This design comes from an exercise in tuning for small area on the open sky130 flow, not from production work. Function was checked by simulation only, so behaviour that the tests miss may differ from the original. The flow treats the clock pin as an ideal source. Dropping or thinning the clock tree relies on that and would not hold on a real chip. Power figures rest on the tool's default switching activity, not on a simulated workload.

== branch sierra ==
==> flow/design.v (excerpt) <==
module video(input clk, reset,
             input [1:0] pixelmem_data,
             output [16:0] pixelmem_address,
             output reg [1:0] dacout);
For scale: about 23 I/O pins, roughly 970 µm² of cells after synthesis.
==> module video, before the edit <==
module video(input clk, reset,
             input [1:0] pixelmem_data,
             output [16:0] pixelmem_address,
             output reg [1:0] dacout);
reg [9:0]  k;
reg [10:0] h;
reg [10:0] kc;
reg [11:0] hc;
reg [9:0]  k_inc;
reg [10:0] h_inc;
integer j;
wire last   = h[10] & h[7] & (h[6] | (h[5] & h[4]));       
wire h1224  = h[10] & h[7] & h[6] & h[3];                 
wire blank  = last & ~h1224;                              
wire vis    = ~blank;
wire vsync  = last & (h[6] | h[3] | h[2] | (h[1] & h[0]));  
wire a1i    = k[9] & (~k[8] | (~k[7] & ~k[6]));            
wire a1     = a1i | (~k[9] & kc[7]);                        
wire act    = k[9] | kc[7] | ~(k[7] | k[3] | k[2] | k[1]);  
wire hs     = ~k[9] & ((k[8] & ~k[6]) |
                       (k[6] & ~(k[5] | k[4] | k[3] | k[2])));  
wire at_end = ~k[9] & ~k[8] & kc[4];                       
wire wrap   = vis & a1 & last;            
wire inc    = (vis & a1i & kc[6]) | (last & at_end);
wire lowon  = vis & a1i;                  
assign pixelmem_address = {h[10:7], h[6] & ~last, h[5:4] | {2{last}},
                           h[3:0] & {4{~last}}, k[5:0] & {6{lowon}}};
always @* begin
    kc[0] = 1'b1;
    for (j = 0; j < 10; j = j + 1) begin
        k_inc[j] = k[j] ^ kc[j];
        kc[j+1] = kc[j] & k[j];
    end
    hc[0] = inc;
    for (j = 0; j < 11; j = j + 1) begin
        h_inc[j] = h[j] ^ hc[j];
        hc[j+1] = hc[j] & h[j];
    end
end
always @(posedge clk) begin
    if (reset) begin
        k <= 10'd405;
        h <= 11'd0;
        dacout <= 2'b00;
    end else begin
        k <= k_inc | {1'b0, at_end, at_end, 4'b0, at_end, 1'b0, at_end};
        h <= h_inc & ~{wrap, 2'b00, wrap, wrap, 2'b00, wrap, 3'b000};
        dacout[1] <= vis & a1 & pixelmem_data[1];
        dacout[0] <= (vis & a1) ? pixelmem_data[0] : ~(hs | (act & vsync));
    end
end
endmodule
clock: 5.0 ns
lec_check: 0
abc_area: 1
cap_margin: 20
core_area: 2.76 2.72 72.22 72.08
die_area: 0 0 75 75
gpl_timing_driven: 0
place_density: 0.9
slew_margin: 20
standard.sh (not shown) runs the stock make flow with config.mk's settings and CLKGATE_MAP_FILE= SYNTH_SCRIPT=/design/flow/synth_recipe.tcl, a recipe that flattens the netlist after the stock synthesis.
==> flow/flow/run.sh <==
#!/bin/bash
# Own layout flow: the standard flow (standard synthesis unchanged) with
#  - the synthesized logic re-mapped for area before the floorplan
#    (pre_floorplan.tcl, run as ORFS's PRE_FLOORPLAN_TCL hook),
#  - the smallest buffer (buf_1) on every input and output port,
#  - a few clock buffers from the clock port to the registers instead of
#    TritonCTS's H-tree (cts_single.tcl, run as the PRE_CTS_TCL hook).
# Each ORFS step writes its full log under orfs/logs; make's own output goes
# to standard_flow.log here.
set -euo pipefail
F="$(cd "$(dirname "$0")" && pwd)"
export BUFFER_PORTS_ARGS="-buffer_cell sky130_fd_sc_hd__buf_1"
export PRE_FLOORPLAN_TCL="$F/pre_floorplan.tcl"
export PRE_CTS_TCL="$F/cts_single.tcl"
export CLOCK_BUFFER_CELL="${CLOCK_BUFFER_CELL:-sky130_fd_sc_hd__buf_4}"
export CLOCK_BUFFER_COUNT="${CLOCK_BUFFER_COUNT:-2}"
bash standard.sh finish > standard_flow.log 2>&1
Other scripts of this flow, unchanged in this note and not shown: flow/flow/cts_single.tcl, flow/flow/filter_lib.py, flow/flow/pre_floorplan.tcl
Input changes introduced in branch willow (baseline for comparison: branch sierra):
diff --git a/flow/design.v b/flow/design.v
--- a/flow/design.v
+++ b/flow/design.v
@@ -8,13 +8,13 @@
 reg [11:0] hc;
 reg [9:0]  k_inc;
 reg [10:0] h_inc;
 integer j;
 wire last   = h[10] & h[7] & (h[6] | (h[5] & h[4]));       
 wire h1224  = h[10] & h[7] & h[6] & h[3];                 
-wire blank  = last & ~h1224;                              
+wire blank  = last & ~h1224;     
 wire vis    = ~blank;
 wire vsync  = last & (h[6] | h[3] | h[2] | (h[1] & h[0]));  
 wire a1i    = k[9] & (~k[8] | (~k[7] & ~k[6]));            
 wire a1     = a1i | (~k[9] & kc[7]);                        
 wire act    = k[9] | kc[7] | ~(k[7] | k[3] | k[2] | k[1]);  
 wire hs     = ~k[9] & ((k[8] & ~k[6]) |
==> summary.txt <==
Per the comparison of branch willow with branch sierra, reported leakage power comparable; total length of routed met2 wires closely matched the old numbers; cell count about even; share of the core filled with cells has remained practically unchanged; cell count after placement ~0 delta.
Comparing branch willow with branch sierra, the setup slack came out essentially unchanged.
Reported for branch sierra and branch willow, number of cells on the critical path turned out identical to the last digit.
The post-route cell area on branch sierra is in line with that on branch willow.
No run of this note takes its clock network from TritonCTS; it comes from the design's own scripts or RTL.

-- separate check: timing with driven ports --
The flow's constraints put no driver on any port. The routed layouts listed below were extracted and timed again, unchanged, in two steps.
Step 1 sets driving cells, clkbuf_16 on the clock port and buf_2 on the other inputs (assumed; they add their load-dependent delay and slew).
Step 2 adds t to the input delays and takes it off the output delays; t is the mean of the earliest and latest rising clock arrival at the registers after step 1. Input paths then give back, and output paths get back, about the clock's delay inside the block.
a / b / c = ideal ports / drivers / drivers and shift; a / b = the first two.
| run | shift t [ns] | setup slack, ns | worst data-port slew with drivers (ns) |
|---|---|---|---|
| branch sierra | 0.171 | 1.540 / 1.540 / 1.540 | 0.03 |
| branch willow | 0.171 | 1.540 / 1.540 / 1.540 | 0.03 |
After both steps setup and hold are still met in every run listed.
